Background: an optimization exercise with open tools, aiming at small area. Do not read the settings as production practice.
For this run, only the layout was checked, not whether the RTL still works.
Power and IR drop assume default switching activity.

==> flow/design.v <==
`timescale 1ns / 1ps
module rand_gen(
    input wire clk,
    input wire reset,
    input wire en,
    output reg [31:0] rand_out
    );
    always @ (posedge clk) begin 
        if (reset) rand_out <= 1;
        else if (en) rand_out <= (rand_out * 32'h41C6_4E6D + 32'h0000_3039) & 32'h7fff_ffff;
    end
endmodule
`timescale 1ns / 1ps
module barrel(
    input wire clk,   
    input wire reset,   
    input wire en,   
    input wire rst,   
    input wire start, 
    input wire over,  
    output reg [9:0] x,   
    output reg [8:0] y,   
    output reg [1:0] state,   
    output reg [2:0] animation_state   
    );
    localparam BARREL_INITIAL = 2'b00,   
               BARREL_ROLLING = 2'b01,   
               BARREL_FALLING = 2'b10;   
    localparam BARREL_ROLL1 = 3'b000,    
               BARREL_ROLL2 = 3'b001,
               BARREL_ROLL3 = 3'b010,
               BARREL_ROLL4 = 3'b011,
               BARREL_FALL1 = 3'b100,    
               BARREL_FALL2 = 3'b101;
    localparam TOP_BOARD = 9'd5,         
               BOTTOM_BOARD = 9'd461,
               LEFT_BOARD = 10'd5,
               RIGHT_BOARD = 10'd640;
    localparam land0lx = 10'd250,    
               land0ly =  9'd53,
               land0rx = 10'd388,
               land0ry =  9'd70,
               land1lx = 10'd0,
               land1ly =  9'd115,
               land1rx = 10'd591,
               land1ry =  9'd131,
               land2lx = 10'd49,
               land2ly =  9'd197,
               land2rx = 10'd640,
               land2ry =  9'd213,
               land3lx = 10'd0,
               land3ly =  9'd286,
               land3rx = 10'd591,
               land3ry =  9'd302,
               land4lx = 10'd49,
               land4ly =  9'd376,
               land4rx = 10'd640,
               land4ry =  9'd393,
               land5lx = 10'd0,
               land5ly =  9'd461,
               land5rx = 10'd640,
               land5ry =  9'd479;
    localparam ladder0lx = 10'd337,   
               ladder0ly =  9'd27,
               ladder0rx = 10'd347,
               ladder0ry =  9'd48,
               ladder1lx = 10'd539,
               ladder1ly =  9'd89,
               ladder1rx = 10'd549,
               ladder1ry =  9'd109,
               ladder2lx = 10'd46,
               ladder2ly =  9'd171,
               ladder2rx = 10'd56,
               ladder2ry =  9'd191,
               ladder3lx = 10'd544,
               ladder3ly =  9'd260,
               ladder3rx = 10'd554,
               ladder3ry =  9'd280,
               ladder4lx = 10'd51,
               ladder4ly =  9'd350,
               ladder4rx = 10'd61,
               ladder4ry =  9'd371;
    localparam BARREL_INITIAL_X = 10'd203,   
               BARREL_INITIAL_Y =  9'd90;
    localparam BARREL_FALL_WIDTH  = 10'd42,   
               BARREL_FALL_HEIGHT = 9'd24,
               BARREL_ROLL_WIDTH  = 10'd32,
               BARREL_ROLL_HEIGHT = 9'd24;
    localparam MOVSPEED_X = 3'd1,   
               MOVSPEED_Y = 3'd1,
               accumulate_Y = 1'b0;
    wire COLLATION_DOWN;
    wire EN_FALL;
    wire [31:0] randnumber;
    wire RAND_MATCH;
    assign COLLATION_DOWN = (y + BARREL_FALL_HEIGHT >= BOTTOM_BOARD) | 
                            ((x < land0rx & x + BARREL_FALL_WIDTH > land0lx) & (y + BARREL_FALL_HEIGHT >= land0ly & y + BARREL_FALL_HEIGHT <= land0ry)) |
                            ((x < land1rx & x + BARREL_FALL_WIDTH > land1lx) & (y + BARREL_FALL_HEIGHT >= land1ly & y + BARREL_FALL_HEIGHT <= land1ry)) |
                            ((x < land2rx & x + BARREL_FALL_WIDTH > land2lx) & (y + BARREL_FALL_HEIGHT >= land2ly & y + BARREL_FALL_HEIGHT <= land2ry)) |
                            ((x < land3rx & x + BARREL_FALL_WIDTH > land3lx) & (y + BARREL_FALL_HEIGHT >= land3ly & y + BARREL_FALL_HEIGHT <= land3ry)) |
                            ((x < land4rx & x + BARREL_FALL_WIDTH > land4lx) & (y + BARREL_FALL_HEIGHT >= land4ly & y + BARREL_FALL_HEIGHT <= land4ry)) |
                            ((x < land5rx & x + BARREL_FALL_WIDTH > land5lx) & (y + BARREL_FALL_HEIGHT >= land5ly & y + BARREL_FALL_HEIGHT <= land5ry));
    assign EN_FALL = (x >= ladder0lx & x <= ladder0rx & y >= ladder0ly & y <= ladder0ry) |
                     (x >= ladder1lx & x <= ladder1rx & y >= ladder1ly & y <= ladder1ry) |
                     (x >= ladder2lx & x <= ladder2rx & y >= ladder2ly & y <= ladder2ry) |
                     (x >= ladder3lx & x <= ladder3rx & y >= ladder3ly & y <= ladder3ry) |
                     (x >= ladder4lx & x <= ladder4rx & y >= ladder4ly & y <= ladder4ry);
    rand_gen m20(.clk(clk), .reset(reset), .en(en), .rand_out(randnumber));
    assign RAND_MATCH = randnumber[3:2] == 2'b10;
    reg signed [10:0] SPEED_X;
	reg signed [9:0] SPEED_Y;
    reg [1:0] next_state;
    reg [4:0] animation_counter;
    always@ (posedge clk) begin
      if (reset) begin   
        x <= BARREL_INITIAL_X;
        y <= BARREL_INITIAL_Y;
        SPEED_X <= MOVSPEED_X;
        SPEED_Y <= 0;
        state <= BARREL_INITIAL;
        animation_counter <= 0;
      end
      else if (en) begin
        state <= next_state;
        case (state)
            BARREL_INITIAL: begin
                x <= BARREL_INITIAL_X;
                y <= BARREL_INITIAL_Y;
                SPEED_X <= MOVSPEED_X;
                SPEED_Y <= 0;
            end
            BARREL_ROLLING: begin   
                if(x + BARREL_ROLL_WIDTH + SPEED_X > RIGHT_BOARD) begin
                    x <= RIGHT_BOARD - BARREL_ROLL_WIDTH;
                    SPEED_X <= -MOVSPEED_X;
                end
                else if(x + SPEED_X < LEFT_BOARD) begin
                    x <= LEFT_BOARD;
                    SPEED_X <= MOVSPEED_X;
                end
                else begin
                    x <= x + SPEED_X;
                end
                SPEED_Y <= 0;
                animation_counter <= animation_counter + 1'b1;
            end
            BARREL_FALLING: begin   
                if(y + BARREL_FALL_HEIGHT + SPEED_Y > BOTTOM_BOARD) begin
                    y <= BOTTOM_BOARD - BARREL_FALL_HEIGHT;
                    SPEED_Y <= 0;
                end
                else if((y + BARREL_FALL_HEIGHT + SPEED_Y > land0ly & y + BARREL_FALL_HEIGHT + SPEED_Y < land0ry) & (x + SPEED_X < land0rx & x + SPEED_X + BARREL_ROLL_WIDTH > land0lx) & (~EN_FALL)) begin
                    y <= land0ly - BARREL_FALL_HEIGHT;
                    SPEED_Y <= 0;
                end
                else if((y + BARREL_FALL_HEIGHT + SPEED_Y > land1ly & y + BARREL_FALL_HEIGHT + SPEED_Y < land1ry) & (x + SPEED_X < land1rx & x + SPEED_X + BARREL_ROLL_WIDTH > land1lx) & (~EN_FALL)) begin
                    y <= land1ly - BARREL_FALL_HEIGHT;
                    SPEED_Y <= 0;
                end
                else if((y + BARREL_FALL_HEIGHT + SPEED_Y > land2ly & y + BARREL_FALL_HEIGHT + SPEED_Y < land2ry) & (x + SPEED_X < land2rx & x + SPEED_X + BARREL_ROLL_WIDTH > land2lx) & (~EN_FALL)) begin
                    y <= land2ly - BARREL_FALL_HEIGHT;
                    SPEED_Y <= 0;
                end
                else if((y + BARREL_FALL_HEIGHT + SPEED_Y > land3ly & y + BARREL_FALL_HEIGHT + SPEED_Y < land3ry) & (x + SPEED_X < land3rx & x + SPEED_X + BARREL_ROLL_WIDTH > land3lx) & (~EN_FALL)) begin
                    y <= land3ly - BARREL_FALL_HEIGHT;
                    SPEED_Y <= 0;
                end
                else if((y + BARREL_FALL_HEIGHT + SPEED_Y > land4ly & y + BARREL_FALL_HEIGHT + SPEED_Y < land4ry) & (x + SPEED_X < land4rx & x + SPEED_X + BARREL_ROLL_WIDTH > land4lx) & (~EN_FALL)) begin
                    y <= land4ly - BARREL_FALL_HEIGHT;
                    SPEED_Y <= 0;
                end
                else if((y + BARREL_FALL_HEIGHT + SPEED_Y > land5ly & y + BARREL_FALL_HEIGHT + SPEED_Y < land5ry) & (x + SPEED_X < land5rx & x + SPEED_X + BARREL_ROLL_WIDTH > land5lx) & (~EN_FALL)) begin
                    y <= land5ly - BARREL_FALL_HEIGHT;
                    SPEED_Y <= 0;
                end
                else begin   
                    y <= y + SPEED_Y;
                end
                SPEED_Y <= MOVSPEED_Y;   
                animation_counter <= animation_counter + 1'b1;
            end
        endcase
      end
    end
    always@ (*) begin   
        case(state)
            BARREL_FALLING: begin
                case (animation_counter[4])
                    1'b1: animation_state = BARREL_FALL1;
                    1'b0: animation_state = BARREL_FALL2;
                endcase
            end
            default: begin
                case (animation_counter[4:3])
                    2'b00: animation_state = BARREL_ROLL1;
                    2'b01: animation_state = BARREL_ROLL2;
                    2'b10: animation_state = BARREL_ROLL3;
                    2'b11: animation_state = BARREL_ROLL4;
                endcase
            end
        endcase
    end
    always@ (*) begin   
        next_state = state;
        case(state)
            BARREL_INITIAL: begin
                if(start & (~rst)) next_state = BARREL_ROLLING;
                else next_state = BARREL_INITIAL;
            end
            BARREL_ROLLING: begin
                if(rst) next_state = BARREL_INITIAL;
                else if(over) next_state = BARREL_INITIAL;
                else if(~COLLATION_DOWN) next_state = BARREL_FALLING;
                else if(EN_FALL & RAND_MATCH) next_state = BARREL_FALLING;
                else next_state = BARREL_ROLLING;
            end
            BARREL_FALLING: begin
                if(rst) next_state = BARREL_INITIAL;
                else if(over) next_state = BARREL_INITIAL;
                else if(EN_FALL) next_state = BARREL_FALLING;
                else if(COLLATION_DOWN) next_state = BARREL_ROLLING;
                else next_state = BARREL_FALLING;
            end
        endcase
    end
endmodule
`timescale 1ns / 1ps
module mario(
    input wire clk,   
    input wire reset,   
    input wire en,   
    input wire rst,   
    input wire start, 
    input wire over,  
    input wire [4:0] keydown,   
    output reg [9:0] x,   
    output reg [8:0] y,   
    output reg [2:0] state,   
    output reg [3:0] animation_state   
    );
    localparam MARIO_INITIAL  = 3'b000,   
               MARIO_FLYING   = 3'b001,
               MARIO_JUMPING  = 3'b010,
               MARIO_WALKING  = 3'b011,
               MARIO_STANDING = 3'b100,
               MARIO_DYING    = 3'b101,
               MARIO_CLAMPING = 3'b110;
    localparam MARIO_STAND       = 4'b0000,   
               MARIO_WALK_LEFT1  = 4'b0001,
               MARIO_WALK_LEFT2  = 4'b0010,
               MARIO_WALK_LEFT3  = 4'b0011,
               MARIO_WALK_RIGHT1 = 4'b0100,
               MARIO_WALK_RIGHT2 = 4'b0101,
               MARIO_WALK_RIGHT3 = 4'b1110,
               MARIO_FLY_LEFT    = 4'b0110,
               MARIO_FLY_RIGHT   = 4'b0111,
               MARIO_CLAMP1      = 4'b1000,
               MARIO_CLAMP2      = 4'b1001,
               MARIO_DIE1        = 4'b1010,
               MARIO_DIE2        = 4'b1011,
               MARIO_DIE3        = 4'b1100,
               MARIO_DIE4        = 4'b1101;
    localparam TOP_BOARD = 9'd5,   
               BOTTOM_BOARD = 9'd461,
               LEFT_BOARD = 10'd5,
               RIGHT_BOARD = 10'd640;
    localparam land0lx = 10'd250,   
               land0ly =  9'd53,
               land0rx = 10'd388,
               land0ry =  9'd70,
               land1lx = 10'd0,
               land1ly =  9'd115,
               land1rx = 10'd591,
               land1ry =  9'd131,
               land2lx = 10'd49,
               land2ly =  9'd197,
               land2rx = 10'd640,
               land2ry =  9'd213,
               land3lx = 10'd0,
               land3ly =  9'd286,
               land3rx = 10'd591,
               land3ry =  9'd302,
               land4lx = 10'd49,
               land4ly =  9'd376,
               land4rx = 10'd640,
               land4ry =  9'd393,
               land5lx = 10'd0,
               land5ly =  9'd461,
               land5rx = 10'd640,
               land5ry =  9'd479;
    localparam ladder0lx = 10'd339,   
               ladder0ly =  9'd15,
               ladder0rx = 10'd353,
               ladder0ry =  9'd81,
               ladder1lx = 10'd541,
               ladder1ly =  9'd77,
               ladder1rx = 10'd555,
               ladder1ry =  9'd163,
               ladder2lx = 10'd48,
               ladder2ly =  9'd159,
               ladder2rx = 10'd62,
               ladder2ry =  9'd252,
               ladder3lx = 10'd546,
               ladder3ly =  9'd248,
               ladder3rx = 10'd560,
               ladder3ry =  9'd342,
               ladder4lx = 10'd53,
               ladder4ly =  9'd338,
               ladder4rx = 10'd67,
               ladder4ry =  9'd427;
    localparam MARIO_INITIAL_X = 10'd450,   
               MARIO_INITIAL_Y = 9'd425;
    localparam MARIO_HEIGHT = 9'd36,   
	           MARIO_WIDTH  = 10'd34;
    localparam MOVSPEED_X = 3'd4,   
               MOVSPEED_Y = 6'd50,
               CLAMPSPEED = 3'd3,
               ACCELERATION_Y = 3'd3;
    wire COLLATION_LEFT, COLLATION_RIGHT, COLLATION_DOWN, COLLATION_UP;
    wire KEYUP, KEYDOWN, KEYLEFT, KEYRIGHT, KEYJUMP;
    wire EN_CLAMP_DOWN, EN_CLAMP_UP;
    assign COLLATION_RIGHT = (x + MARIO_WIDTH  >= RIGHT_BOARD) |
                             (y < land0ry & y + MARIO_HEIGHT > land0ly) & (x + MARIO_WIDTH >= land0lx & x + MARIO_WIDTH <= land0rx) |
                             (y < land1ry & y + MARIO_HEIGHT > land1ly) & (x + MARIO_WIDTH >= land1lx & x + MARIO_WIDTH <= land1rx) |
                             (y < land2ry & y + MARIO_HEIGHT > land2ly) & (x + MARIO_WIDTH >= land2lx & x + MARIO_WIDTH <= land2rx) |
                             (y < land3ry & y + MARIO_HEIGHT > land3ly) & (x + MARIO_WIDTH >= land3lx & x + MARIO_WIDTH <= land3rx) |
                             (y < land4ry & y + MARIO_HEIGHT > land4ly) & (x + MARIO_WIDTH >= land4lx & x + MARIO_WIDTH <= land4rx) |
                             (y < land5ry & y + MARIO_HEIGHT > land5ly) & (x + MARIO_WIDTH >= land5lx & x + MARIO_WIDTH <= land5rx);
    assign COLLATION_LEFT  = (x <= LEFT_BOARD) |
                             ((y < land0ry & y + MARIO_HEIGHT > land0ly) & (x >= land0lx & x <= land0rx)) |
                             ((y < land1ry & y + MARIO_HEIGHT > land1ly) & (x >= land1lx & x <= land1rx)) |
                             ((y < land2ry & y + MARIO_HEIGHT > land2ly) & (x >= land2lx & x <= land2rx)) |
                             ((y < land3ry & y + MARIO_HEIGHT > land3ly) & (x >= land3lx & x <= land3rx)) |
                             ((y < land4ry & y + MARIO_HEIGHT > land4ly) & (x >= land4lx & x <= land4rx)) |
                             ((y < land5ry & y + MARIO_HEIGHT > land5ly) & (x >= land5lx & x <= land5rx));
    assign COLLATION_DOWN  = (y + MARIO_HEIGHT >= BOTTOM_BOARD) | 
                             ((x < land0rx & x + MARIO_WIDTH > land0lx) & (y + MARIO_HEIGHT >= land0ly & y + MARIO_HEIGHT <= land0ry)) |
                             ((x < land1rx & x + MARIO_WIDTH > land1lx) & (y + MARIO_HEIGHT >= land1ly & y + MARIO_HEIGHT <= land1ry)) |
                             ((x < land2rx & x + MARIO_WIDTH > land2lx) & (y + MARIO_HEIGHT >= land2ly & y + MARIO_HEIGHT <= land2ry)) |
                             ((x < land3rx & x + MARIO_WIDTH > land3lx) & (y + MARIO_HEIGHT >= land3ly & y + MARIO_HEIGHT <= land3ry)) |
                             ((x < land4rx & x + MARIO_WIDTH > land4lx) & (y + MARIO_HEIGHT >= land4ly & y + MARIO_HEIGHT <= land4ry)) |
                             ((x < land5rx & x + MARIO_WIDTH > land5lx) & (y + MARIO_HEIGHT >= land5ly & y + MARIO_HEIGHT <= land5ry));
    assign COLLATION_UP    = (y <= TOP_BOARD) |
                             ((x < land0rx & x + MARIO_WIDTH > land0lx) & (y >= land0ly & y <= land0ry)) |
                             ((x < land1rx & x + MARIO_WIDTH > land1lx) & (y >= land1ly & y <= land1ry)) |
                             ((x < land2rx & x + MARIO_WIDTH > land2lx) & (y >= land2ly & y <= land2ry)) |
                             ((x < land3rx & x + MARIO_WIDTH > land3lx) & (y >= land3ly & y <= land3ry)) |
                             ((x < land4rx & x + MARIO_WIDTH > land4lx) & (y >= land4ly & y <= land4ry)) |
                             ((x < land5rx & x + MARIO_WIDTH > land5lx) & (y >= land5ly & y <= land5ry));
    assign KEYUP    = keydown[0];
    assign KEYLEFT  = keydown[1];
    assign KEYRIGHT = keydown[2];
    assign KEYDOWN  = keydown[3];
    assign KEYJUMP  = keydown[4];
    assign EN_CLAMP_UP   = (x > 300 && x < 400) | 
                           (x >= ladder0lx & x <= ladder0rx & y > ladder0ly & y < ladder0ry) |
                           (x >= ladder1lx & x <= ladder1rx & y > ladder1ly & y < ladder1ry) |
                           (x >= ladder2lx & x <= ladder2rx & y > ladder2ly & y < ladder2ry) |
                           (x >= ladder3lx & x <= ladder3rx & y > ladder3ly & y < ladder3ry) |
                           (x >= ladder4lx & x <= ladder4rx & y > ladder4ly & y < ladder4ry);
    assign EN_CLAMP_DOWN = (x > 300 && x < 400) |
                           (x >= ladder0lx & x <= ladder0rx & y > ladder0ly & y < ladder0ry) |
                           (x >= ladder1lx & x <= ladder1rx & y > ladder1ly & y < ladder1ry) |
                           (x >= ladder2lx & x <= ladder2rx & y > ladder2ly & y < ladder2ry) |
                           (x >= ladder3lx & x <= ladder3rx & y > ladder3ly & y < ladder3ry) |
                           (x >= ladder4lx & x <= ladder4rx & y > ladder4ly & y < ladder4ry);
    reg signed [9:0] SPEED_X;
    wire signed [12:0] SPEED_Y;
    reg signed [12:0] SPEED_Y10x;   
    assign SPEED_Y = SPEED_Y10x / 10;
    reg [2:0] next_state;
    reg [4:0] animation_counter;
    reg last_direction;
    always@ (posedge clk) begin   
      if (reset) begin   
        x <= MARIO_INITIAL_X;
        y <= MARIO_INITIAL_Y;
        SPEED_X <= 0;
        SPEED_Y10x <= 0;
        state <= MARIO_INITIAL;
        animation_counter <= 0;
        last_direction <= 1'b1;
      end
      else if (en) begin
        state <= next_state;
        case (state)
            MARIO_INITIAL: begin   
                x <= MARIO_INITIAL_X;
                y <= MARIO_INITIAL_Y;
            end
            MARIO_JUMPING: begin   
                SPEED_Y10x <= -MOVSPEED_Y;
            end
            MARIO_FLYING: begin   
                animation_counter <= animation_counter + 1'b1;
                if(y + SPEED_Y < TOP_BOARD) begin   
                    y <= TOP_BOARD;
                    SPEED_Y10x <= 0;
                end 
                else if((y + SPEED_Y > land0ly & y + SPEED_Y < land0ry) & (x + SPEED_X < land0rx & x + SPEED_X + MARIO_WIDTH > land0lx)) begin
                    y <= land0ry;
                    SPEED_Y10x <= 0;
                end
                else if((y + SPEED_Y > land1ly & y + SPEED_Y < land1ry) & (x + SPEED_X < land1rx & x + SPEED_X + MARIO_WIDTH > land1lx)) begin
                    y <= land1ry;
                    SPEED_Y10x <= 0;
                end
                else if((y + SPEED_Y > land2ly & y + SPEED_Y < land2ry) & (x + SPEED_X < land2rx & x + SPEED_X + MARIO_WIDTH > land2lx)) begin
                    y <= land2ry;
                    SPEED_Y10x <= 0;
                end
                else if((y + SPEED_Y > land3ly & y + SPEED_Y < land3ry) & (x + SPEED_X < land3rx & x + SPEED_X + MARIO_WIDTH > land3lx)) begin
                    y <= land3ry;
                    SPEED_Y10x <= 0;
                end
                else if((y + SPEED_Y > land4ly & y + SPEED_Y < land4ry) & (x + SPEED_X < land4rx & x + SPEED_X + MARIO_WIDTH > land4lx)) begin
                    y <= land4ry;
                    SPEED_Y10x <= 0;
                end
                else if((y + SPEED_Y > land5ly & y + SPEED_Y < land5ry) & (x + SPEED_X < land5rx & x + SPEED_X + MARIO_WIDTH > land5lx)) begin
                    y <= land5ry;
                    SPEED_Y10x <= 0;
                end 
                else if(y + MARIO_HEIGHT + SPEED_Y > BOTTOM_BOARD) begin
                    y <= BOTTOM_BOARD - MARIO_HEIGHT;
                    SPEED_Y10x <= 0;
                end
                else if((y + MARIO_HEIGHT + SPEED_Y > land0ly & y + MARIO_HEIGHT + SPEED_Y < land0ry) & (x + SPEED_X < land0rx & x + SPEED_X + MARIO_WIDTH > land0lx)) begin
                    y <= land0ly - MARIO_HEIGHT;
                    SPEED_Y10x <= 0;
                end
                else if((y + MARIO_HEIGHT + SPEED_Y > land1ly & y + MARIO_HEIGHT + SPEED_Y < land1ry) & (x + SPEED_X < land1rx & x + SPEED_X + MARIO_WIDTH > land1lx)) begin
                    y <= land1ly - MARIO_HEIGHT;
                    SPEED_Y10x <= 0;
                end
                else if((y + MARIO_HEIGHT + SPEED_Y > land2ly & y + MARIO_HEIGHT + SPEED_Y < land2ry) & (x + SPEED_X < land2rx & x + SPEED_X + MARIO_WIDTH > land2lx)) begin
                    y <= land2ly - MARIO_HEIGHT;
                    SPEED_Y10x <= 0;
                end
                else if((y + MARIO_HEIGHT + SPEED_Y > land3ly & y + MARIO_HEIGHT + SPEED_Y < land3ry) & (x + SPEED_X < land3rx & x + SPEED_X + MARIO_WIDTH > land3lx)) begin
                    y <= land3ly - MARIO_HEIGHT;
                    SPEED_Y10x <= 0;
                end
                else if((y + MARIO_HEIGHT + SPEED_Y > land4ly & y + MARIO_HEIGHT + SPEED_Y < land4ry) & (x + SPEED_X < land4rx & x + SPEED_X + MARIO_WIDTH > land4lx)) begin
                    y <= land4ly - MARIO_HEIGHT;
                    SPEED_Y10x <= 0;
                end
                else if((y + MARIO_HEIGHT + SPEED_Y > land5ly & y + MARIO_HEIGHT + SPEED_Y < land5ry) & (x + SPEED_X < land5rx & x + SPEED_X + MARIO_WIDTH > land5lx)) begin
                    y <= land5ly - MARIO_HEIGHT;
                    SPEED_Y10x <= 0;
                end
                else y <= y + SPEED_Y;
                if(x + SPEED_X < LEFT_BOARD) begin
                    x <= LEFT_BOARD;
                    SPEED_X <= 0;
                end
                else if(x + MARIO_WIDTH + SPEED_X > RIGHT_BOARD) begin
                    x <= RIGHT_BOARD - MARIO_WIDTH;
                    SPEED_X <= 0;
                end
                else x <= x + SPEED_X;   
                SPEED_Y10x <= SPEED_Y10x + ACCELERATION_Y;
            end
            MARIO_WALKING: begin   
                animation_counter <= animation_counter + 1'b1;
                SPEED_Y10x <= 0;
                if(KEYLEFT) begin   
                    SPEED_X <= -MOVSPEED_X;
                    last_direction <= 1;
                end
                else if(KEYRIGHT) begin   
                    SPEED_X <= MOVSPEED_X;
                    last_direction <= 0;
                end
                else begin
                    SPEED_X <= MOVSPEED_X;   
                end
                if(x + SPEED_X < LEFT_BOARD)  
                    x <= LEFT_BOARD;
                else if(x + MARIO_WIDTH + SPEED_X > RIGHT_BOARD)   
                    x <= RIGHT_BOARD - MARIO_WIDTH;
                else x <= x + SPEED_X;   
            end
            MARIO_STANDING: begin   
                SPEED_X <= 0;
                SPEED_Y10x <= 0;
            end
            MARIO_DYING: begin   
                animation_counter <= animation_counter + 1'b1;
                SPEED_X <= 0;
                SPEED_Y10x <= 0;
            end
            MARIO_CLAMPING: begin   
                SPEED_X <= 0;
                SPEED_Y10x <= 0;
                if(KEYUP | KEYDOWN) begin
                    animation_counter <= animation_counter + 1'b1;
                    if(KEYUP) begin   
                        if(y - CLAMPSPEED < TOP_BOARD)
                            y <= TOP_BOARD;
                        else y <= y - CLAMPSPEED;
                    end
                    else begin   
                        if(y + MARIO_HEIGHT + CLAMPSPEED > BOTTOM_BOARD)
                            y <= BOTTOM_BOARD - MARIO_HEIGHT;
                        else y <= y + CLAMPSPEED;
                    end
                end
            end
        endcase
      end
    end
    always@ (*) begin   
        case(state)
            MARIO_FLYING: begin   
                if(last_direction) animation_state = MARIO_FLY_LEFT;
                else animation_state = MARIO_FLY_RIGHT;
            end
            MARIO_WALKING: begin   
                if(SPEED_X > 0) begin
                    case (animation_counter[3:2])
                        2'b00: animation_state = MARIO_WALK_RIGHT1;
                        2'b01: animation_state = MARIO_WALK_RIGHT3;
                        2'b10: animation_state = MARIO_WALK_RIGHT2;
                        2'b11: animation_state = MARIO_WALK_RIGHT3;
                    endcase
                end
                else begin
                    case (animation_counter[3:2])
                        2'b00: animation_state = MARIO_WALK_LEFT1;
                        2'b01: animation_state = MARIO_WALK_LEFT3;
                        2'b10: animation_state = MARIO_WALK_LEFT2;
                        2'b11: animation_state = MARIO_WALK_LEFT3;
                    endcase
                end
            end
            MARIO_DYING: begin   
                case (animation_counter[4:3])
                    2'b00: animation_state = MARIO_DIE1;
                    2'b01: animation_state = MARIO_DIE2;
                    2'b10: animation_state = MARIO_DIE3;
                    2'b11: animation_state = MARIO_DIE4;
                endcase
            end
            MARIO_CLAMPING: begin   
                if(KEYDOWN | KEYUP) begin
                    case (animation_counter[2:1])
                        2'b00: animation_state = MARIO_CLAMP1;
                        2'b01: animation_state = MARIO_CLAMP1;
                        2'b10: animation_state = MARIO_CLAMP2;
                        2'b11: animation_state = MARIO_CLAMP2;
                    endcase
                end
                else animation_state = MARIO_CLAMP1;
            end
            default: animation_state = last_direction ? MARIO_WALK_LEFT3 : MARIO_WALK_RIGHT3;
        endcase
    end
    always@ (*) begin  
        next_state = state;
        case(state)
            MARIO_INITIAL: begin
                if(start & (~rst)) next_state = MARIO_STANDING;
                else next_state = MARIO_INITIAL;
            end
            MARIO_JUMPING: begin
                if(rst) next_state = MARIO_INITIAL;
                else if(over) next_state = MARIO_DYING;
                else next_state = MARIO_FLYING;
            end
            MARIO_FLYING: begin
                if(rst) next_state = MARIO_INITIAL;
                else if(over) next_state = MARIO_DYING;
                else if(COLLATION_DOWN & (SPEED_Y10x >= 0)) next_state = MARIO_STANDING;   
                else next_state = MARIO_FLYING;
            end
            MARIO_WALKING: begin
                if(rst) next_state = MARIO_INITIAL;
                else if(over) next_state = MARIO_DYING;
                else if(~COLLATION_DOWN) next_state = MARIO_FLYING;
                else if(KEYJUMP) next_state = MARIO_JUMPING;   
                else if(KEYUP & EN_CLAMP_UP) next_state = MARIO_CLAMPING;
                else if(KEYDOWN & EN_CLAMP_DOWN) next_state = MARIO_CLAMPING;
                else if((~KEYLEFT) & (~KEYRIGHT)) next_state = MARIO_STANDING;
                else next_state = MARIO_WALKING;
            end
            MARIO_STANDING: begin
                if(rst) begin
                    next_state = MARIO_INITIAL;
                end
                else if(over) begin
                    next_state = MARIO_DYING;
                end
                else if(~COLLATION_DOWN) begin
                    next_state = MARIO_FLYING;
                end
                else if(KEYJUMP) begin   
                    next_state = MARIO_JUMPING;
                end
                else if(KEYUP & EN_CLAMP_UP) begin
                    next_state = MARIO_CLAMPING;
                end
                else if(KEYDOWN & EN_CLAMP_DOWN) begin
                    next_state = MARIO_CLAMPING;
                end
                else if(KEYLEFT | KEYRIGHT) begin
                    next_state = MARIO_WALKING;
                end
                else next_state = MARIO_STANDING;
            end
            MARIO_DYING: begin
                if(rst) begin
                    next_state = MARIO_INITIAL;
                end
                else next_state = MARIO_DYING;
            end
            MARIO_CLAMPING: begin
                if(rst) begin
                    next_state = MARIO_INITIAL;
                end
                else if(over) begin
                    next_state = MARIO_DYING;
                end
                else if(COLLATION_DOWN & KEYJUMP) begin
                    next_state = MARIO_JUMPING;
                end
                else if(KEYLEFT & (~COLLATION_LEFT)) begin   
                    next_state = MARIO_WALKING;
                end
                else if(KEYRIGHT & (~COLLATION_RIGHT)) begin   
                    next_state = MARIO_WALKING;
                end
                else if(EN_CLAMP_UP | EN_CLAMP_DOWN) begin
                    next_state = MARIO_CLAMPING;
                end
                else begin
                    next_state = MARIO_STANDING;
                end
            end
        endcase
    end
endmodule
`timescale 1ns / 1ps
module kong(
    input wire clk,   
    input wire reset,   
    input wire en,   
    input wire rst,   
    input wire start, 
    input wire over,  
    output wire [9:0] x,   
    output wire [8:0] y,   
    output reg [3:0] drop_count,   
    output reg state,    
    output reg [1:0] animation_state   
    );
    localparam KONG_INITIAL = 1'b0,   
               KONG_PLAYING = 1'b1;
    localparam KONG_NORMAL = 2'b00,   
               KONG_GET    = 2'b01,
               KONG_HOLD   = 2'b10,
               KONG_DROP   = 2'b11;
    localparam KONG_INITIAL_X = 127,   
               KONG_INITIAL_Y = 79;
    reg next_state;
    reg [7:0] animation_counter;
    reg [10:0] clk_div;
    assign x = KONG_INITIAL_X;
    assign y = KONG_INITIAL_Y;
    always@ (posedge clk) begin
      if (reset) begin   
        state <= KONG_INITIAL;
        clk_div <= 0;
      end
      else if (en) begin
        state <= next_state;
        clk_div <= clk_div + 1'b1;   
      end
    end
    always@ (posedge clk) begin
      if (reset) begin
        animation_state <= KONG_NORMAL;
        drop_count <= 0;
        animation_counter <= 0;
      end
      else if (en && clk_div[5:0] == 6'b011111) begin
        case(state)
            KONG_INITIAL: begin
                animation_state <= KONG_NORMAL;
            end
            KONG_PLAYING: begin
                case(animation_state)
                    KONG_GET: begin
                        animation_state <= KONG_HOLD;
                    end
                    KONG_HOLD: begin
                        animation_state <= KONG_DROP;
                    end
                    KONG_DROP: begin
                        animation_state <= KONG_NORMAL;
                        drop_count <= drop_count + 1'b1;   
                    end
                    KONG_NORMAL: begin
                        if(animation_counter[2:0] == 3'b101) begin
                            animation_counter <= 0;
                            animation_state <= KONG_GET;
                        end
                        else begin
                            animation_counter <= animation_counter + 1'b1;
                        end
                    end
                endcase
            end
        endcase
      end
    end
    always@ (*) begin   
        next_state = state;
        case(state)
            KONG_INITIAL: begin
                if(start & (~rst)) next_state = KONG_PLAYING;
                else next_state = KONG_INITIAL;
            end
            KONG_PLAYING: begin
                if(rst | over) next_state = KONG_INITIAL;
                else next_state = KONG_PLAYING;
            end
        endcase
    end
endmodule
`timescale 1ns / 1ps
module queue(
    input wire clk,   
    input wire reset,   
    input wire en,   
    input wire rst,   
    input wire start, 
    input wire over,  
    output wire [9:0] x,  
    output wire [8:0] y,   
    output reg state,   
    output reg animation_state   
    );
    localparam QUEUE_INITIAL = 1'b0,   
               QUEUE_PLAYING = 1'b1;
    localparam QUEUE_LEFT  = 1'b0,  
               QUEUE_RIGHT = 1'b1;
    localparam QUEUE_INITIAL_X = 280,   
               QUEUE_INITIAL_Y = 27;
    reg next_state;
    reg [4:0] animation_counter;
    assign x = QUEUE_INITIAL_X;
    assign y = QUEUE_INITIAL_Y;
    always@ (posedge clk) begin
        if (reset) state <= QUEUE_INITIAL;
        else if (en) state <= next_state;
    end
    always@ (posedge clk) begin   
      if (reset) begin
        animation_state <= QUEUE_RIGHT;
        animation_counter <= 0;
      end
      else if (en) begin
        case(state)
            QUEUE_INITIAL: begin
                animation_state <= QUEUE_RIGHT;
            end
            QUEUE_PLAYING: begin
                case (animation_counter[4])
                    1'b0: animation_state <= QUEUE_RIGHT;
                    1'b1: animation_state <= QUEUE_LEFT;
                endcase
                animation_counter <= animation_counter + 1'b1;
            end
        endcase
      end
    end
    always@ (*) begin   
        next_state = state;
        case(state)
            QUEUE_INITIAL: begin
                if(start & (~rst)) next_state = QUEUE_PLAYING;
                else next_state = QUEUE_INITIAL;
            end
            QUEUE_PLAYING: begin
                if(rst | over) next_state = QUEUE_INITIAL;
                else next_state = QUEUE_PLAYING;
            end
        endcase
    end
endmodule
`timescale 1ns / 1ps
module state_fsm(
    input wire clk,
    input wire reset,
    input wire start,
    input wire restart,
    input wire over,
    input wire success,
    output reg [1:0] state
    );
    localparam GAME_INITIAL = 2'b00,   
               GAME_RUNNING = 2'b01,
               GAME_OVER    = 2'b10,
               GAME_SUCCESS = 2'b11;
    reg [1:0] next_state;
    always @ (posedge clk) begin
        if (reset) state <= GAME_INITIAL;   
        else state <= next_state;
    end
    always@ (*) begin   
        next_state = state;
        case (state)
            GAME_INITIAL: begin
                if (start & ~restart)
                    next_state = GAME_RUNNING;
            end
            GAME_RUNNING: begin
                if (over) begin
                    next_state = GAME_OVER;
                end
                else if (restart) begin
                    next_state = GAME_INITIAL;
                end
                else if (success) begin
                    next_state = GAME_SUCCESS;
                end
            end
            GAME_OVER: begin
                if (restart) begin
                    next_state = GAME_INITIAL;
                end
            end
            GAME_SUCCESS: begin
                if(restart) begin
                    next_state = GAME_INITIAL;
                end
            end
        endcase
    end
endmodule
`timescale 1ns / 1ps
module WelStateControl(
	 input wire clk,
	 input wire reset,
	 input wire start,
	 input wire [4:0] movement,
    output reg [1:0] state
    );
	localparam Welcome_choice1 = 2'b00,
              Welcome_choice2 = 2'b01,
              Acknowledge   =   2'b10,
				  StartRunning  =   2'b11; 
	reg [1:0] next_state;
	always @ (posedge clk) begin
        if (reset) state <= 2'b00;
        else state <= next_state;
   end
	always@ (*) begin
		if(start == 1)begin 
			  next_state = state;
			  case (state)
					Welcome_choice1: 
					begin
						 if (movement[4]) next_state = StartRunning;
						 else if(movement[3]) next_state = Welcome_choice2; 
					end
					Welcome_choice2:
					begin
						 if (movement[4]) next_state = Acknowledge;
						 else if (movement[0]) next_state = Welcome_choice1;
					end
					Acknowledge: 
					begin
						 if (movement[1]) next_state = Welcome_choice2;
					end
			  endcase
		 end
		 else next_state = Welcome_choice1;
    end
endmodule
module score(
    input wire clk,   
    input wire rst,   
    input wire[9:0] mario_posx, barrel_posx,   
    input wire[8:0] mario_posy, barrel_posy,
    input wire barrel_fall,   
    input wire mario_jumping,   
    output reg[10:0] count
);
    localparam[2:0] same_floor_no_intersection = 3'b001, start = 3'b000,
        different_floor = 3'b010, same_floor_with_intersection = 3'b011, goal = 3'b100;   
    localparam[9:0] mario_width = 34, barrel_fall_width = 42, barrel_roll_width = 32;   
    localparam[8:0] mario_height = 36, barrel_height = 24, jump_height = 60;
    wire same_floor;   
    wire intersection;   
    wire[9:0] barrel_posx1,barrel_posx2,mario_posx1,mario_posx2;
    wire[8:0] barrel_bottom, mario_bottom;
    reg[10:0] count_next;
    reg[2:0] state, state_next;
    assign barrel_posx1 = barrel_posx;
    assign barrel_posx2 = barrel_posx + (barrel_fall ? barrel_fall_width : barrel_roll_width);   
    assign mario_posx1 = mario_posx;
    assign mario_posx2 = mario_posx + mario_width;   
    assign barrel_bottom = barrel_posy + barrel_height;
    assign mario_bottom = mario_posy + mario_height;
    assign same_floor = mario_bottom <= barrel_bottom + 4 & mario_bottom >= barrel_bottom - jump_height;   
    assign intersection = (mario_posx2 > barrel_posx1 & barrel_posx2 > mario_posx1)   
    | (mario_posx2 < barrel_posx1 & barrel_posx2 < mario_posx1);
    always @(posedge clk)   
    begin
        if(rst)
        begin
            count <= 0;
            state <= start;
        end
        else begin
            count <= count_next;
            state <= state_next;
        end
    end
    always @(*) begin   
        case (state)
			 start:
			 begin
				count_next <= 0;
				if(same_floor)
                state_next <= intersection ? same_floor_with_intersection : same_floor_no_intersection;
            else
                state_next <= different_floor;
			 end
          different_floor:   
			 begin
				count_next <= count;
            if(same_floor)
                state_next <= intersection ? same_floor_with_intersection : same_floor_no_intersection;
            else
                state_next <= different_floor;
			 end
          same_floor_no_intersection:   
			 begin
				count_next <= count;
            if(same_floor)
                state_next <= intersection ? same_floor_with_intersection : same_floor_no_intersection;
            else
                state_next <= different_floor;
			 end
          same_floor_with_intersection:   
			 begin
				count_next <= count;
            if(same_floor)
                state_next <=  intersection ? same_floor_with_intersection :   
                 (mario_jumping ? goal : same_floor_no_intersection);
            else
                state_next <= different_floor;
			 end
          goal: 
            begin
                count_next <= count + 1;   
                state_next <= same_floor_no_intersection;   
            end
          default:
            begin
                count_next <= count;
                state_next <= start;
            end
        endcase
    end
endmodule
`timescale 1ns / 1ps
module dk_core(
	input wire clk,
	input wire reset,   
	input wire tick_fast,   
	input wire tick_slow,   
	input wire [4:0] keys,   
	input wire [1:0] SW,   
	output wire [1:0] game_state,
	output wire [1:0] menu_state,
	output wire [9:0] mario_x,
	output wire [8:0] mario_y,
	output wire [2:0] mario_state,
	output wire [3:0] mario_anim,
	output wire kong_state,
	output wire [1:0] kong_anim,
	output wire queue_state,
	output wire queue_anim,
	output wire [159:0] barrel_x_all,   
	output wire [143:0] barrel_y_all,   
	output wire [31:0] barrel_state_all,   
	output wire [47:0] barrel_anim_all,   
	output wire collision,
	output wire [23:0] score_bcd   
    );
	wire [31:0] total_count;
	wire [4:0] movement;
	assign movement = keys;
	localparam GAME_INITIAL = 2'b00,   
               GAME_RUNNING = 2'b01,
               GAME_OVER    = 2'b10,
               GAME_SUCCESS = 2'b11;
	wire start, over, restart, success;
	wire [1:0] cur_state;
	wire [1:0] W_state;   
	assign start = W_state[0] & W_state[1];   
	assign restart = SW[1];   
	assign success = mario_y < 30 && (mario_x > 250 && mario_x < 350) && mario_state == 3'b100;  
	state_fsm StateControl(.clk(clk), .reset(reset), .start(start), .restart(restart), .over(over), .success(success), .state(cur_state));
	WelStateControl Wel00(.clk(clk), .reset(reset), .start(cur_state == GAME_INITIAL), .movement(movement), .state(W_state));
	assign game_state = cur_state;
	assign menu_state = W_state;
	localparam mario_height 	  = 36,
	           mario_width        = 34,
			   BARREL_FALL_WIDTH  = 42,
               BARREL_FALL_HEIGHT = 24,
               BARREL_ROLL_WIDTH  = 32,
               BARREL_ROLL_HEIGHT = 24;
	mario myMario(.clk(clk), .reset(reset), .en(tick_slow),   
				  .rst(cur_state == GAME_INITIAL),
				  .start(cur_state == GAME_RUNNING),
				  .over(cur_state == GAME_OVER),
				  .keydown(movement),
				  .x(mario_x), .y(mario_y),
				  .state(mario_state),
				  .animation_state(mario_animation));
	wire [3:0] mario_animation;
	assign mario_anim = mario_animation;
	wire [9:0] kong_x;   
	wire [8:0] kong_y;
	wire [3:0] drop_count;   
	kong myKong(.clk(clk), .reset(reset), .en(tick_slow),
				.rst(cur_state == GAME_INITIAL),
				.start(cur_state == GAME_RUNNING),
				.over(cur_state == GAME_OVER),
				.x(kong_x), .y(kong_y),
				.drop_count(drop_count),
				.state(kong_state),
				.animation_state(kong_anim));
	wire [9:0] queue_x;  
	wire [8:0] queue_y;
	queue myQueue(.clk(clk), .reset(reset), .en(tick_slow),
				  .rst(cur_state == GAME_INITIAL),
				  .start(cur_state == GAME_RUNNING),
				  .over(cur_state == GAME_OVER),
				  .x(queue_x), .y(queue_y),
				  .state(queue_state),
				  .animation_state(queue_anim));
	localparam BARREL_NUM_MAX = 16;   
	localparam BARREL_INITIAL = 2'b00,
               BARREL_ROLLING = 2'b01,
               BARREL_FALLING = 2'b10;
	wire [9:0] barrel_x [0:BARREL_NUM_MAX - 1];   
	wire [8:0] barrel_y [0:BARREL_NUM_MAX - 1];
	wire [1:0] barrel_state [0:BARREL_NUM_MAX - 1];   
	wire [2:0] barrel_animation [0:BARREL_NUM_MAX - 1];   
	wire [9:0] barrel_curwidth [0:BARREL_NUM_MAX - 1];   
	wire [8:0] barrel_curheight [0:BARREL_NUM_MAX - 1];
	wire [10:0] barrel_count [0:BARREL_NUM_MAX - 1];   
	generate   
		genvar target_index;
		for(target_index = 0; target_index < BARREL_NUM_MAX; target_index = target_index + 1) begin: barrel_generator
			barrel myBarrel(.clk(clk), .reset(reset), .en(tick_fast),
							.rst(cur_state == GAME_INITIAL),
							.start((cur_state == GAME_RUNNING) & (target_index == drop_count)),
							.over((cur_state == GAME_OVER) | (barrel_x[target_index] > 560 & barrel_y[target_index] > 410)),
							.x(barrel_x[target_index]), .y(barrel_y[target_index]),
							.state(barrel_state[target_index]),
							.animation_state(barrel_animation[target_index]));
			assign barrel_curwidth[target_index] = barrel_state[target_index] == BARREL_FALLING ? BARREL_FALL_WIDTH : (barrel_state[target_index] == BARREL_ROLLING ? BARREL_ROLL_WIDTH : 0);   
			assign barrel_curheight[target_index] = barrel_state[target_index] == BARREL_FALLING ? BARREL_FALL_HEIGHT : (barrel_state[target_index] == BARREL_ROLLING ? BARREL_ROLL_HEIGHT : 0);
			score myScore(.clk(clk),   
						  .rst(reset | (cur_state == GAME_INITIAL)),
						  .mario_posx(mario_x), .mario_posy(mario_y),
						  .barrel_posx(barrel_x[target_index]), .barrel_posy(barrel_y[target_index]),
						  .barrel_fall(barrel_animation[target_index][2] == 1'b1),
						  .mario_jumping(mario_state == 3'b001),
						  .count(barrel_count[target_index]));
			assign barrel_x_all[10*target_index +: 10] = barrel_x[target_index];
			assign barrel_y_all[9*target_index +: 9] = barrel_y[target_index];
			assign barrel_state_all[2*target_index +: 2] = barrel_state[target_index];
			assign barrel_anim_all[3*target_index +: 3] = barrel_animation[target_index];
		end
	endgenerate
	assign total_count = (barrel_count[0] + barrel_count[1] + barrel_count[2] + barrel_count[3] + barrel_count[4] + barrel_count[5] + barrel_count[6] + barrel_count[7] + barrel_count[8] + barrel_count[9] + barrel_count[10] + barrel_count[11] + barrel_count[12] + barrel_count[13] + barrel_count[14] + barrel_count[15]);   
	assign
        score_bcd[ 3: 0] = total_count % 10,
        score_bcd[ 7: 4] = total_count/     10 % 10,
        score_bcd[11: 8] = total_count/    100 % 10,
        score_bcd[15:12] = total_count/   1000 % 10,
        score_bcd[19:16] = total_count/  10000 % 10,
        score_bcd[23:20] = total_count/ 100000 % 10;   
	reg [BARREL_NUM_MAX - 1 : 0] mario_collision;   
	generate
		genvar coltarget_index;
		for(coltarget_index = 0; coltarget_index < BARREL_NUM_MAX; coltarget_index = coltarget_index + 1) begin: barrel_collision_check
			always@ (*) begin   
				mario_collision[coltarget_index] = ((barrel_state[coltarget_index] == BARREL_ROLLING) ||
				(barrel_state[coltarget_index] == BARREL_FALLING)) &&
				((barrel_x[coltarget_index] > mario_x &&
				barrel_x[coltarget_index] < mario_x + mario_width &&
				barrel_y[coltarget_index] > mario_y &&
				barrel_y[coltarget_index] < mario_y + mario_height) ||
				(barrel_x[coltarget_index] + barrel_curwidth[coltarget_index] > mario_x &&
				barrel_x[coltarget_index] + barrel_curwidth[coltarget_index] < mario_x + mario_width &&
				barrel_y[coltarget_index] > mario_y &&
				barrel_y[coltarget_index] < mario_y + mario_height) ||
				(barrel_x[coltarget_index] > mario_x &&
				barrel_x[coltarget_index] < mario_x + mario_width &&
				barrel_y[coltarget_index] + barrel_curheight[coltarget_index] > mario_y &&
				barrel_y[coltarget_index] + barrel_curheight[coltarget_index] < mario_y + mario_height) ||
				(barrel_x[coltarget_index] + barrel_curwidth[coltarget_index] > mario_x &&
				barrel_x[coltarget_index] + barrel_curwidth[coltarget_index] < mario_x + mario_width &&
				barrel_y[coltarget_index] + barrel_curheight[coltarget_index] > mario_y &&
				barrel_y[coltarget_index] + barrel_curheight[coltarget_index] < mario_y + mario_height));
			end
		end
	endgenerate
	reg[127:0] collision_sampler;   
	assign collision = |mario_collision;
	assign over = (~SW[0]) & ((&collision_sampler) | (mario_x < 183 && mario_y < 114));
	always @(posedge clk)
	begin
		if (reset) collision_sampler <= 128'b0;
		else if (tick_slow) collision_sampler <= {collision_sampler[126:0], collision};
	end
endmodule
==> flow/run.sh <==
#!/bin/bash
# synth_recipe.tcl (not shown) runs the flow's synth.tcl, then flattens the netlist and writes it again
# the make line also repeats each setting of config.mk as NAME=value (left out here)
make -C /OpenROAD-flow-scripts/flow DESIGN_CONFIG=/design/flow/config.mk WORK_HOME=/design/flow/orfs CLKGATE_MAP_FILE= SYNTH_SCRIPT=/design/flow/synth_recipe.tcl finish
==> flow/config.mk <==
export PLATFORM = sky130hd
export DESIGN_NAME = dk_core
export DESIGN_NICKNAME = dk_core
export VERILOG_FILES = /design/flow/design.v
export SDC_FILE = /design/flow/constraint.sdc
export NUM_CORES = 4
export LEC_CHECK = 0
export CAP_MARGIN = 20
export CORE_MARGIN = 2
export CORE_UTILIZATION = 40
export SLEW_MARGIN = 20
==> flow/constraint.sdc <==
create_clock -name core_clock -period 30.0 [get_ports {clk}]
set_input_delay 6.0000 -clock core_clock [delete_from_list [all_inputs] [get_ports {clk}]]
set_output_delay 6.0000 -clock core_clock [all_outputs]
set_load 0.01 [all_outputs]
==> PnR_summary.wiki <==
{| class="wikitable"
! Metric !! Value
|-
| Worst flop-to-flop path startpoint || myMario.SPEED_Y10x[0]$_SDFFE_PP0P_
|-
| Cell with the largest stage delay on the worst path || o31ai_2
|-
| Post-route DRC violation count || 0
|-
| Worst skew pair latency || 0.84 ns
|-
| Leading cell type by number of instances after synthesis || ha_1
|-
| Kind of end point of the critical path || primary output
|-
| Global-route wire length before repair || roughly 860000 um
|-
| Number of vias after detailed routing || about 150k
|-
| Area of the mapped netlist || 146000 sq um
|-
| Layout cells sized above 1 || around 4.9%
|-
| Async set-reset flop share out of synthesis || 0%
|-
| Final RePlAce weighted congestion || about 0.96
|-
| Most frequent cells after synthesis || ha_1, nor2_1, a21oi_1
|-
| DRC marker count from the first detailed-route iteration || 14773
|-
| Unrepaired setup endpoints after global routing || no
|-
| Clock root cell || clkbuf_16
|-
| Total global routing overflow || 0
|-
| Largest net degree at the start of global routing || approximately 130
|-
| IO Count || between 400 and 500
|-
| Yosys Warn Count || 9
|-
| Number of buffers added to fix hold violations after cts || 0
|-
| Minimum setup slack among reg-to-reg paths || between 15 and 20 ns
|-
| CTS HTree Levels || 3
|-
| Top_reg_cell synth || dfxtp_1
|-
| Clock tree from TritonCTS || done
|-
| Synthesized area per cell || roughly 7.5 sq um
|-
| Number of antenna violations at the first check in global routing || 37
|-
| Number of flops mapped to enable cells by yosys || 0
|-
| Hold crit path type || register to register
|-
| Required time reported for the critical path endpoint || around 24 ns
|-
| IO Port Bufs || 449
|-
| Inserted Clock Buffers || between 100 and 150
|-
| Max incr delay on CP || 0.89 ns
|-
| Total detailed-routing wirelength || 567000 um
|-
| Headroom to the max-slew limit || 8.95%
|-
| Detail-routed via count per cell || just over 6
|-
| Global router's overall resource usage || 29.3%
|-
| Final std cell area, no fill || about 160000 sq um
|-
| Number of clock sinks || a little over 900
|-
| Worst endpoint data arrival time || roughly 18 ns
|-
| Pin slew with the least headroom to its limit || 1.37 ns
|-
| Effective utilization at floorplan || around 40%
|-
| Reported leakage power || between 60 and 70 nW
|-
| # rows || between 200 and 250
|-
| Pre-Repair DR Iteration Count || 6
|-
| Share of the synthesized area in the top cell type || between 20% and 30%
|-
| Number of global-route vias before repair || around 140k
|-
| MaxCap Viol Count || 0
|-
| Shortest period the worst path allows || 23.73 ns
|-
| Signed area change from the synthesized netlist to the final layout || 10.7%
|-
| Critical R2R Capture || myMario.y[1]$_SDFFE_PP0P_
|-
| Flops & latches, synth || 934
|-
| Top fanout value on the critical path || 18
|-
| Floorplan die width || a little over 600 um
|-
| Power per Cell Area || 23.5 nW/um^2
|-
| Routed length per instance || between 20 and 25 um
|-
| Detail Placement HPWL || 423000 um
|-
| Die extent in y || 607 um
|-
| Status || complete, no violations
|-
| Library cells used by synthesis || ~130
|-
| Post-cts resize count || 0
|-
| Setup CP Type || register to primary output
|-
| Total die area || around 370000 sq um
|-
| Area of the core region || around 360000 sq um
|-
| Setup Buffers After CTS || 0
|-
| Number of setup violations in the final report || 0
|-
| Placement Cell Area || around 160000 sq um
|-
| Min-Delay Path Depth || 2
|-
| Remaining antenna violation count || 0
|-
| Final-layout setup total negative slack || 0 ns
|-
| Final count of pins violating max slew || 0
|-
| Final critical-path share of the clock period || 79.1%
|-
| Worst Reg-to-Reg Cells || between 40 and 50
|-
| Worst IR drop on VDD || ~52 uV
|-
| # nets final || 22403
|-
| Hold Fails Final Rpt || 0
|-
| CTS clk-pin slew, worst paths || approximately 0.060 ns
|-
| Critical path's most frequent cell || fa_1
|-
| Layout Skew || about 0.073 ns
|-
| Cell taking the most area after synthesis || ha_1
|-
| Mapped Cells || slightly below 20000
|-
| Longest Clk Path Bufs || 3
|-
| Critical path launch point type || register
|-
| Maximum achievable frequency || ~0.042 GHz
|-
| Seq/Total Area, Yosys || 12.8%
|-
| Dominant cells by area after synthesis || ha_1, dfxtp_1, a21oi_1, xnor2_1, nor2_1
|}
## registers in the layout (all words and copies together), names as in the netlist, 9 cells and up
name and count:
barrel_generator.myScore.count 176, barrel_generator.myBarrel.x 160, barrel_generator.myBarrel.y 144, collision_sampler 128
barrel_generator.myBarrel.animation_counter 80, barrel_generator.myBarrel.m20.rand_out 64, barrel_generator.myScore.state 48, barrel_generator.myBarrel.state 32
barrel_generator.myBarrel.SPEED_X 16, barrel_generator.myBarrel.SPEED_Y 16, myMario.SPEED_Y10x 13, myMario.x 10
myMario.y 9
## how the worst max path moves through the flow
stage                   endpoint  cells after the start  slack [ns]                                               from
floorplan           score_bcd[7]                     52       11.36  barrel_generator[6].myScore.count[3]$_SDFFE_PP0P_
global placement    score_bcd[7]                     47        7.23  barrel_generator[6].myScore.count[6]$_SDFFE_PP0P_
detailed placement  score_bcd[7]                     47        7.31  barrel_generator[6].myScore.count[6]$_SDFFE_PP0P_
CTS                 score_bcd[7]                     47        6.38  barrel_generator[6].myScore.count[6]$_SDFFE_PP0P_
global route        score_bcd[7]                     47        5.35  barrel_generator[6].myScore.count[6]$_SDFFE_PP0P_
finish              score_bcd[7]                     47        6.27  barrel_generator[6].myScore.count[6]$_SDFFE_PP0P_
## kinds of logic (layout without fill, tap and decap cells)
logic type	Yosys count	count (layout)	synth area share [%]
and+or+nand+nor	6761	6761	22.9
AOI/OAI and AO/OA	5383	5383	23.4
adders and majority gates	2824	2824	25.9
buffers and inverters	1731	2074	4.58
xor gates and xnor gates	1404	1404	8.45
DFF	934	934	12.8
muxes	288	288	2.00
other	1	23	0.00258
## per-layer routing
| metal | track usage [%] | share of wire (%) | vias to the layer above |
|---|---|---|---|
| met1 | 37.8 | 42 | 70348 |
| met2 | 47.0 | 44 | 5974 |
| met4 | 14.4 | 5.6 | 26 |
| li1 | - | - | 70661 |
| met3 | 4.92 | 8.0 | 1239 |
| met5 | 0 | 0.033 | - |
## layout by cell type, fill, tap and decap left out, types with 164 or more instances in the layout
cell	count
ha_1	2500
nor2_1	1866
a21oi_1	1718
nand2_1	1457
o21ai_0	1183
dfxtp_1	928
xnor2_1	874
inv_1	846
nand3_1	610
xor2_1	511
nand2b_1	495
nor2b_1	476
buf_4	464
clkdlybuf4s50_1	446
nor3_1	442
nand4_1	433
a31oi_1	344
a21o_1	334
fa_1	313
mux2i_1	259
and3_1	179
a211oi_1	174
nor4_1	174
o21bai_1	164
## report_power, final
group | switching, mW | internal [mW] | leakage, nW
clock | 0.666 | 0.904 | 2.02
sequential | 0.0363 | 1.27 | 7.57
combinational | 0.564 | 0.343 | 58.9
## per-stage QoR
stage                     total power [mW]  instances  hold slack (ns)  utilization [%]  worst slack, ns
after floorplan                       1.95      19330            0.454                -            11.36
after global placement                2.21      24252            0.466             43.3             7.23
after detailed placement              2.22      24255            0.470             43.3             7.31
after CTS                             3.80      24467            0.479             44.5             6.38
after global routing                  3.96      24472            0.502             44.5             5.35
final                                 3.78      24485            0.477             44.5             6.27
## worst max-delay path: cells and delay by family, from the launching register on
kind	cells	cell delay, ns
compound gates	17	6.16
xor+xnor	2	0.56
fa+ha+maj	9	4.37
buf+inv	5	1.28
flops	1	0.36
mux	2	0.53
simple gates	12	3.58
## layout make-up
class / instances / area [sq um]
Timing Repair Buffer: 915 / 8030
Multi-Input combinational cell: 16665 / 121000
Sequential cell: 934 / 18700
Inverter: 947 / 3600
Antenna cell: 18 / 45.0
Tap cell: 4794 / 6000
Clock inverter: 61 / 977
Fill cell: 36929 / 201000
Clock buffer: 151 / 3170

## separate check: timing with driven ports
The results above use ideal ports. As a check the final layout listed here was re-extracted and re-timed, cells and wires unchanged. Step 1 assumes that a clkbuf_16 drives the clock port and a buf_2 every other input. Step 2 moves the port delays by t, midway between the first and last clock arrival at a register: inputs arrive t later, outputs are due t later. That takes back most of the time a late clock gives input paths. Three values: ideal ports, drivers, drivers and shift; two values: the first two.
t, ns: 0.920
setup slack, ns: 6.268 / 6.161 / 7.082
latest minus earliest clock arrival (ns): 0.091 / 0.091
After both steps setup and hold are still met in this run. For this run, drivers alone change the setup slack by -0.107 ns; drivers and shift together by +0.814 ns.
